From an optimization exercise on the open Yosys and OpenROAD flow, aimed at a short achievable clock period and few clock cycles; shortcuts taken in it are not production practice.
In this exercise RTL edits were held to simulation tests only and were not proved equivalent to the original.
Power is estimated from default activity; no workload was simulated.

$ cat flow/config.mk
export PLATFORM = sky130hd
export DESIGN_NAME = core
export DESIGN_NICKNAME = core
export VERILOG_FILES = /design/flow/design.v
export SDC_FILE = /design/flow/constraint.sdc
export NUM_CORES = 4
export LEC_CHECK = 0
export CAP_MARGIN = 20
export CORE_MARGIN = 2
export CORE_UTILIZATION = 25
export PLACE_DENSITY = 0.4
export SLEW_MARGIN = 20
$ cat flow/constraint.sdc
create_clock -name core_clock -period 14.5 [get_ports {CLK}]
set_input_delay 2.9000 -clock core_clock [delete_from_list [all_inputs] [get_ports {CLK}]]
set_output_delay 2.9000 -clock core_clock [all_outputs]
set_load 0.01 [all_outputs]
$ cat flow/design.v
module core (
    input  logic CLK, RST_N,
    input  logic Empty, Full,
    input  logic [7:0] fifo_data_out,
    output logic RE_fifo, WE_fifo,
    output logic [7:0] fifo_data_in
);
    function automatic logic [31:0] rom(input logic [5:0] a);
        case (a)
            6'd0:  rom = 32'h3fc00493;
            6'd1:  rom = 32'h0004a183;
            6'd2:  rom = 32'h0004a203;
            6'd3:  rom = 32'h0004a283;
            6'd4:  rom = 32'h0004a303;
            6'd5:  rom = 32'h00821213;
            6'd6:  rom = 32'h004181b3;
            6'd7:  rom = 32'h01029293;
            6'd8:  rom = 32'h005181b3;
            6'd9:  rom = 32'h01831313;
            6'd10: rom = 32'h006181b3;
            6'd11: rom = 32'h00000413;
            6'd12: rom = 32'h0004a203;
            6'd13: rom = 32'h0004a283;
            6'd14: rom = 32'h0004a303;
            6'd15: rom = 32'h0004a383;
            6'd16: rom = 32'h00829293;
            6'd17: rom = 32'h00520233;
            6'd18: rom = 32'h01031313;
            6'd19: rom = 32'h00620233;
            6'd20: rom = 32'h01839393;
            6'd21: rom = 32'h00720233;
            6'd22: rom = 32'h10442023;
            6'd23: rom = 32'h00440413;
            6'd24: rom = 32'hfc8198e3;
            6'd25: rom = 32'h00000213;
            6'd26: rom = 32'h00000293;
            6'd27: rom = 32'h00000313;
            6'd28: rom = 32'h00000393;
            6'd29: rom = 32'h00000413;
            6'd30: rom = 32'h00000493;
            6'd31: rom = 32'h0840006f;
            default: rom = 32'h00000000;
        endcase
    endfunction
    logic [31:0] imem [0:63];    
    logic [31:0] dmem [0:31];    
    logic [31:0] rf   [1:31];    
    logic       lre_q;           
    logic       lgot_q;          
    logic [8:0] pcnt_q;          
    logic [8:0] rcnt_q;          
    logic [8:0] nlen_q;          
    logic       ldone;           
    logic       lpop;
    logic [8:0] pcnt_n;
    logic [9:0] lim;
    assign ldone  = ~lre_q & ~lgot_q;
    assign lpop   = lre_q & ~Empty;
    assign pcnt_n = pcnt_q + {8'd0, lpop};
    assign lim    = {1'b0, nlen_q} + 10'd4;
    always_ff @(posedge CLK or negedge RST_N) begin
        if (!RST_N) begin
            lre_q  <= 1'b1;
            lgot_q <= 1'b0;
            pcnt_q <= 9'd0;
            rcnt_q <= 9'd0;
            nlen_q <= 9'd0;
        end else begin
            lgot_q <= lpop;
            pcnt_q <= pcnt_n;
            if (lre_q)
                lre_q <= (pcnt_n < 9'd8) || ({1'b0, pcnt_n} < lim);
            if (lgot_q) begin
                rcnt_q <= rcnt_q + 9'd1;
                if (rcnt_q == 9'd0) nlen_q[7:0] <= fifo_data_out;
                if (rcnt_q == 9'd1) nlen_q[8]   <= fifo_data_out[0];
            end
        end
    end
    logic [6:0]  pc_q;           
    logic [31:0] iw;
    logic        fv;             
    assign iw = pc_q[6] ? imem[pc_q[5:0]] : rom(pc_q[5:0]);
    assign fv = ~pc_q[6] | ldone | ({2'b00, pc_q[5:0]} + 8'd1 < {1'b0, rcnt_q[8:2]});
    logic [4:0] opc;
    logic [2:0] f3;
    logic [4:0] rs1, rs2, rd;
    assign opc = iw[6:2];
    assign f3  = iw[14:12];
    assign rs1 = iw[19:15];
    assign rs2 = iw[24:20];
    assign rd  = iw[11:7];
    logic d_lui, d_auipc, d_jal, d_jalr, d_br, d_ld, d_st, d_opi, d_op;
    assign d_lui   = (opc == 5'b01101);
    assign d_auipc = (opc == 5'b00101);
    assign d_jal   = (opc == 5'b11011);
    assign d_jalr  = (opc == 5'b11001);
    assign d_br    = (opc == 5'b11000);
    assign d_ld    = (opc == 5'b00000);
    assign d_st    = (opc == 5'b01000);
    assign d_opi   = (opc == 5'b00100);
    assign d_op    = (opc == 5'b01100);
    logic [31:0] imm_i, imm_s, imm_u;
    assign imm_i = {{21{iw[31]}}, iw[30:20]};
    assign imm_s = {{21{iw[31]}}, iw[30:25], iw[11:7]};
    assign imm_u = {iw[31:12], 12'd0};
    logic        ex_fwd;
    logic [4:0]  ex_rd;
    logic [31:0] ex_res;
    logic [31:0] r1, r2;
    always_comb begin
        r1 = (rs1 == 5'd0) ? 32'd0 : rf[rs1];
        r2 = (rs2 == 5'd0) ? 32'd0 : rf[rs2];
        if (ex_fwd && ex_rd == rs1) r1 = ex_res;
        if (ex_fwd && ex_rd == rs2) r2 = ex_res;
    end
    logic       if_pred;
    logic [6:0] if_off, if_tgt, if_next;
    assign if_pred = d_br & iw[31];
    assign if_off  = d_jal ? iw[28:22] : {iw[28:25], iw[11:9]};
    assign if_tgt  = pc_q + if_off;
    assign if_next = (d_jal | if_pred) ? if_tgt : pc_q + 7'd1;
    logic c_sub, c_sra;
    logic s_add, s_slt, s_sltu, s_sll, s_sr, s_xor, s_or, s_and, s_link, s_ld;
    logic alu_rr;
    assign alu_rr = d_op | d_opi;
    always_comb begin
        s_add  = d_lui | d_auipc | (alu_rr & f3 == 3'b000);
        s_slt  = alu_rr & (f3 == 3'b010);
        s_sltu = alu_rr & (f3 == 3'b011);
        s_xor  = alu_rr & (f3 == 3'b100);
        s_or   = alu_rr & (f3 == 3'b110);
        s_and  = alu_rr & (f3 == 3'b111);
        s_sll  = alu_rr & (f3 == 3'b001);
        s_sr   = alu_rr & (f3 == 3'b101);
        s_link = d_jal | d_jalr;
        s_ld   = d_ld;
        c_sub  = d_br | s_slt | s_sltu | (d_op & f3 == 3'b000 & iw[30]);
        c_sra  = iw[30];
    end
    logic [31:0] a_n, b_n;
    assign a_n = d_lui ? 32'd0 : d_auipc ? {23'd0, pc_q, 2'b00} : r1;
    assign b_n = (d_op | d_br) ? r2 :
                 (d_lui | d_auipc) ? imm_u :
                 d_st ? imm_s : imm_i;
    logic        ex_v, ex_wen, ex_br, ex_pred, ex_jalr, ex_ld, ex_st, ex_sub, ex_sra;
    logic        ex_add, ex_slt, ex_sltu, ex_sll, ex_sr, ex_xor, ex_or, ex_and, ex_link;
    logic [2:0]  ex_f3;
    logic [6:0]  ex_tgt;
    logic [7:0]  ex_pcn;
    logic [31:0] ex_a, ex_b, ex_sd;
    logic        cgot_q;         
    logic [31:0] bx, sum, sll_r, sr_r;
    logic [32:0] sum33;
    logic        eq, lts, ltu, cond, taken;
    assign bx    = ex_sub ? ~ex_b : ex_b;
    assign sum33 = {1'b0, ex_a} + {1'b0, bx} + {32'd0, ex_sub};
    assign sum   = sum33[31:0];
    assign ltu   = ~sum33[32];
    assign lts   = (ex_a[31] ^ ex_b[31]) ? ex_a[31] : sum[31];
    assign eq    = (ex_a == ex_b);
    assign sll_r = ex_a << ex_b[4:0];
    assign sr_r  = 32'($signed({ex_sra & ex_a[31], ex_a}) >>> ex_b[4:0]);
    assign cond  = ex_f3[2] ? (ex_f3[1] ? ltu : lts) : eq;
    assign taken = cond ^ ex_f3[0];
    logic is_uart, is_dm, is_im;
    assign is_uart = (sum[9:2] == 8'hff);
    assign is_dm   = sum[9] & ~is_uart;
    assign is_im   = (sum[9:8] == 2'b01);
    logic [31:0] ld_val;
    assign ld_val = is_uart ? {24'd0, fifo_data_out} : dmem[sum[6:2]];
    always_comb begin
        ex_res = 32'd0;
        if (ex_add)  ex_res = ex_res | sum;
        if (ex_slt)  ex_res = ex_res | {31'd0, lts};
        if (ex_sltu) ex_res = ex_res | {31'd0, ltu};
        if (ex_sll)  ex_res = ex_res | sll_r;
        if (ex_sr)   ex_res = ex_res | sr_r;
        if (ex_xor)  ex_res = ex_res | (ex_a ^ ex_b);
        if (ex_or)   ex_res = ex_res | (ex_a | ex_b);
        if (ex_and)  ex_res = ex_res | (ex_a & ex_b);
        if (ex_link) ex_res = ex_res | {22'd0, ex_pcn, 2'b00};
        if (ex_ld)   ex_res = ex_res | ld_val;
    end
    localparam int QD = 8;
    logic [7:0] oq [0:QD-1];
    logic [3:0] oq_cnt;
    logic       oq_ne, oq_full, oq_pop, oq_push, wr_direct;
    logic u_rd, u_wr, ex_stall, adv, redirect;
    logic [6:0] rtgt;
    assign u_rd     = ex_v & ex_ld & is_uart;
    assign u_wr     = ex_v & ex_st & is_uart;
    assign oq_ne    = (oq_cnt != 4'd0);
    assign oq_full  = (oq_cnt == 4'(QD));
    assign oq_pop   = ldone & oq_ne & ~Full;
    assign wr_direct = u_wr & ldone & ~oq_ne & ~Full;
    assign oq_push  = u_wr & ~wr_direct & ~oq_full;
    assign ex_stall = (u_rd & ~cgot_q) | (u_wr & ~wr_direct & oq_full) | (ex_v & ex_st & is_im & ~ldone);
    assign adv      = ~ex_stall;
    assign ex_fwd   = ex_v & ex_wen;
    assign redirect = ex_v & (ex_jalr | (ex_br & (taken ^ ex_pred)));
    assign rtgt     = ex_jalr ? sum[8:2] : taken ? ex_tgt : ex_pcn[6:0];
    assign RE_fifo      = lre_q | (u_rd & ~cgot_q & ldone & ~oq_ne);
    assign WE_fifo      = oq_pop | wr_direct;
    assign fifo_data_in = oq_ne ? oq[0] : ex_sd[7:0];
    always_ff @(posedge CLK or negedge RST_N) begin
        if (!RST_N) begin
            cgot_q <= 1'b0;
            oq_cnt <= 4'd0;
        end else begin
            cgot_q <= u_rd & ~cgot_q & ldone & ~oq_ne & ~Empty;
            oq_cnt <= oq_cnt + {3'd0, oq_push} - {3'd0, oq_pop};
        end
    end
    always_ff @(posedge CLK) begin
        for (int i = 0; i < QD; i++) begin
            if (oq_push && 4'(i) == oq_cnt - {3'd0, oq_pop})
                oq[i] <= ex_sd[7:0];
            else if (oq_pop && i < QD - 1)
                oq[i] <= oq[i + 1];
        end
    end
    always_ff @(posedge CLK or negedge RST_N) begin
        if (!RST_N) begin
            pc_q    <= 7'h40;
            ex_v    <= 1'b0;
            ex_wen  <= 1'b0;
            ex_br   <= 1'b0;
            ex_pred <= 1'b0;
            ex_jalr <= 1'b0;
            ex_ld   <= 1'b0;
            ex_st   <= 1'b0;
            ex_sub  <= 1'b0;
            ex_sra  <= 1'b0;
            ex_add  <= 1'b0;
            ex_slt  <= 1'b0;
            ex_sltu <= 1'b0;
            ex_sll  <= 1'b0;
            ex_sr   <= 1'b0;
            ex_xor  <= 1'b0;
            ex_or   <= 1'b0;
            ex_and  <= 1'b0;
            ex_link <= 1'b0;
            ex_f3   <= 3'd0;
            ex_rd   <= 5'd0;
            ex_tgt  <= 7'd0;
            ex_pcn  <= 8'd0;
            ex_a    <= 32'd0;
            ex_b    <= 32'd0;
            ex_sd   <= 32'd0;
        end else if (adv) begin
            if (redirect) begin
                pc_q <= rtgt;
                ex_v <= 1'b0;
            end else if (fv) begin
                pc_q <= if_next;
                ex_v <= 1'b1;
            end else begin
                ex_v <= 1'b0;
            end
            ex_wen  <= (d_lui | d_auipc | d_jal | d_jalr | d_ld | d_opi | d_op) & (rd != 5'd0);
            ex_br   <= d_br;
            ex_pred <= if_pred;
            ex_jalr <= d_jalr;
            ex_ld   <= d_ld;
            ex_st   <= d_st;
            ex_sub  <= c_sub;
            ex_sra  <= c_sra;
            ex_add  <= s_add;
            ex_slt  <= s_slt;
            ex_sltu <= s_sltu;
            ex_sll  <= s_sll;
            ex_sr   <= s_sr;
            ex_xor  <= s_xor;
            ex_or   <= s_or;
            ex_and  <= s_and;
            ex_link <= s_link;
            ex_f3   <= f3;
            ex_rd   <= rd;
            ex_tgt  <= if_tgt;
            ex_pcn  <= {1'b0, pc_q} + 8'd1;
            ex_a    <= a_n;
            ex_b    <= b_n;
            ex_sd   <= r2;
        end
    end
    logic rf_we;
    assign rf_we = ex_fwd & adv;
    always_ff @(posedge CLK or negedge RST_N) begin
        if (!RST_N) begin
            for (int i = 1; i < 32; i++)
                rf[i] <= (i == 2) ? 32'd1016 : 32'd0;
        end else begin
            if (rf_we)
                rf[ex_rd] <= ex_res;
            if (lgot_q && rcnt_q[8:2] == 7'd0)
                rf[3][8*rcnt_q[1:0] +: 8] <= fifo_data_out;
        end
    end
    logic [5:0] lw_idx;
    assign lw_idx = rcnt_q[7:2] - 6'd1;
    always_ff @(posedge CLK) begin
        if (lgot_q && rcnt_q[8:2] != 7'd0)
            imem[lw_idx][8*rcnt_q[1:0] +: 8] <= fifo_data_out;
        else if (ex_v && ex_st && is_im && ldone)
            imem[sum[7:2]] <= ex_sd;
    end
    always_ff @(posedge CLK) begin
        if (ex_v && ex_st && is_dm)
            dmem[sum[6:2]] <= ex_sd;
    end
endmodule
$ cat flow/run.sh
#!/bin/bash
# synth_recipe.tcl (not shown) runs the flow's synth.tcl, then flattens the netlist and writes it again
# the make line also repeats each setting of config.mk as NAME=value (left out here)
make -C /OpenROAD-flow-scripts/flow DESIGN_CONFIG=/design/flow/config.mk WORK_HOME=/design/flow/orfs CLKGATE_MAP_FILE= SYNTH_SCRIPT=/design/flow/synth_recipe.tcl finish
==> run summary <==
max incr delay on CP=880 ps; main flop type after synthesis=edfxtp_1; FF-to-FF Start=pc_q[0]; Fill cells=74173; post-synth cell types=104; PwrDens=252 nW/um^2; total of max-cap violations=0; global route overflow=0; CTS Root Cell=clkbuf_16; number of synthesized flops with an enable pin=3008; CP endpoint kind=primary output; Die Height=862 microns; r2r setup slk=5880 ps; final setup skew=96.4 ps; P_leak=0.0771 uW; total CTS buffers=465; Final ANT Viol Nets=0; H-Tree Depth=5; Max Slew Vio Count=0; detailed placement HPWL=529 mm; most common cell in the netlist=edfxtp_1; outcome=complete, no violations; Setup TNS Final=0 ps; CP Max Fanout=39; layout cells sized above 1=20.3%; pre-CTS worst setup slack=5830 ps; Post-Route WL=830 mm; startpoint types=register; number of global-route vias before repair=123474; slew margin rel.=11.1%; reg2reg path depth=17; asr flop ratio synth=28.0%; setup bufs post-CTS=0; RD Place Congestion=0.973; Final Critical Period=9200 ps; Mapped Area=184000 sq um; DR WL/cell=36.0 microns; worst r2r dst=ex_sd[2]; peak supply drop=0.000367 V; Synth top area share=49.1%; clk sink count=4178; initial core utilization=25.1%; WHS Path Cells=2; min-delay src=ex_tgt[4]; leading area contributor after synthesis=edfxtp_1; Seq cells post-synth=4178; CP required=11600 ps; period utilisation layout=63.5%; via density per instance=5.49; post-synth net total=12933; io pins=22; Tot GR Track Use=21.6%; Synth Warn #=3; Die ar.=743000 sq um; initial antenna violation count=64; Max Freq=109 MHz; WS Path Type=register to primary output; core area=735000 sq um; Max clock buf depth=4; Initial DRC Count=18560; Layout Nets=12965; placed cells=22158; Mapped Cells=12767; worst hold path class=register to register; CTS tree=done; slowest cell on the critical path=dfrtp_4; DIE WIDTH=862 microns; Port Buffer Count=21; fin util=29.1%; DRC=0; first-pass GRT wire length=1120 mm; Cell Rows=315; post_cts resized=0; Layout area overhead=16.0%; DR vias=126519; Post-synth top cells=edfxtp_1 (3008), nor2_1 (1364), dfrtp_1 (1161); First-pass DRT Iterations=9; Non-Filler Instances=23041; Final setup viols=0; RSZ-0062 raised after global routing=false; crit path cell chain=mux2_2, inv_1, fa_1, nor2b_1, o2111a_1, o21ai_1, nand4_1, nor2_1, buf_4, nand3_1, nor3_1, buf_4, nand3_1, a21boi_1, clkdlybuf4s50_1; final worst slack=5300 ps; syn avg cell area=14.4 sq um; Arrival @ worst endpoint=6300 ps; worst-margin pin slew=1330 ps; top cells by area, synth=edfxtp_1 (49%), dfrtp_1 (16%), mux4_2 (8.8%); largest net degree at the start of global routing=154; Clk pin slew, worst setup/hold paths=60 ps; Fin. Hold Viols=0; Seq/Total Area, Yosys=65.0%; post-route total power=53800 uW; Skew-Pair Late Insertion Delay=1090 ps; Hold EP=ex_tgt[4]; hold_buf cts=0
-- per-layer routing --
layer	vias up	share of wire [%]	global-route usage, %
met1	66808	42	29.2
li1	50358	-	-
met5	-	0.049	0.0768
met3	2092	9.0	5.41
met4	42	6.0	10.3
met2	7219	43	32.4
-- critical path, delay by kind of cell (launching register included) --
| kind | cells | cell delay (ps) |
|---|---|---|
| simple gates | 6 | 860 |
| fa+ha+maj | 1 | 350 |
| flops | 1 | 880 |
| mux | 1 | 460 |
| compound gates | 3 | 1420 |
| buf+inv | 4 | 1220 |
-- per-stage QoR --
stage / hold slack (ps) / area [sq um]
3_5_place_dp: 472 / 199000
5_1_grt: 525 / 213000
6_report: 492 / 213000
2_1_floorplan: 440 / 184000
4_1_cts: 487 / 213000
3_3_place_gp: 474 / 198000
-- kinds of logic (layout without fill, tap and decap cells) --
| logic type | Yosys count | after routing | synth area share, % |
|---|---|---|---|
| AOI/OAI and AO/OA | 2975 | 2975 | 11.0 |
| xor gates and xnor gates | 103 | 103 | 0.490 |
| adders and majority gates | 154 | 154 | 1.06 |
| buffers and inverters | 1168 | 1587 | 2.86 |
| DFF | 4178 | 4178 | 65.0 |
| muxes | 1430 | 1430 | 12.9 |
| other | 0 | 28 | 0 |
| and+or+nand+nor | 2759 | 2759 | 6.69 |
-- report_power, final --
part	total, uW	internal (uW)	switching [uW]	leakage, uW
combinational	25500	7770	17800	0.0238
sequential	16500	14500	2060	0.0461
clock	11800	6570	5200	0.00726
-- sequential cells by signal (all words and copies together) (netlist names), 4 cells and up --
register / count
ex_pcn: 8
ex_a: 32
ex_rd: 5
ex_b: 32
imem: 1920
pcnt_q: 9
ex_sd: 32
pc_q: 7
rf: 992
rcnt_q: 9
oq: 64
ex_tgt: 7
dmem: 1024
oq_cnt: 4
nlen_q: 9
-- placed cells by master, fill, tap and decap left out, types with 187 or more instances in the layout --
cell	n
a221oi_1	203
clkbuf_16	468
nand2_1	555
a22oi_1	350
a21oi_1	985
nor2_1	1286
o21ai_0	251
o22ai_1	187
edfxtp_1	3008
nand3_1	195
buf_4	535
mux2i_1	347
mux2_2	358
dfrtp_1	1137
mux4_2	721
-- worst max-delay path by stage --
stage | from | endpoint | slack, ps | cells past startpoint
finish | ex_b[0] | WE_fifo | 5300 | 15
global route | ex_b[0] | WE_fifo | 5020 | 15
CTS | ex_b[0] | WE_fifo | 5090 | 15
detailed placement | Full | WE_fifo | 5830 | 4
global placement | Full | WE_fifo | 5820 | 4
floorplan | ex_b[1] | imem[0][10] | 6670 | 19
-- cell type report --
type / count / area (sq um) / area share [%]
clock buffer: 619 / 12600 / 5.91
tap: 9827 / 12300 / 5.76
antenna: 28 / 70.1 / 0.0328
clock inverter: 235 / 2230 / 1.05
inverter: 150 / 578 / 0.271
multi-input combinational: 7421 / 61300 / 28.7
timing repair buffer: 583 / 4770 / 2.23
sequential: 4178 / 120000 / 56.0
Testbench counts, summed over its fixed seeds: cycles 35,766.

-- port drivers added, routing unchanged --
The flow's constraints put no driver on any port. The routed layout listed below was extracted and timed again, unchanged, in two steps.
Step 1 sets driving cells, clkbuf_16 on the clock port and buf_2 on the other inputs (assumed; they add their load-dependent delay and slew).
Step 2 times the ports against the registers' clock, not the clock port: input delays grow and output delays shrink by t, the midpoint of the rising clock arrivals with the driver on.
a / b / c = ideal ports / drivers / drivers and shift; a / b = the first two.
shift t [ns]: 1.183
slack for setup (ns): 5.298 / 5.159 / 5.876
worst hold slack (ns): 0.492 / 0.492 / 0.492
latest minus earliest clock arrival (ns): 0.108 / 0.108
cell pins on the clock port's net: 1
After both steps this run still meets setup and hold. The setup slack of this run moves by -0.139 ns with the drivers and by +0.578 ns with both steps.
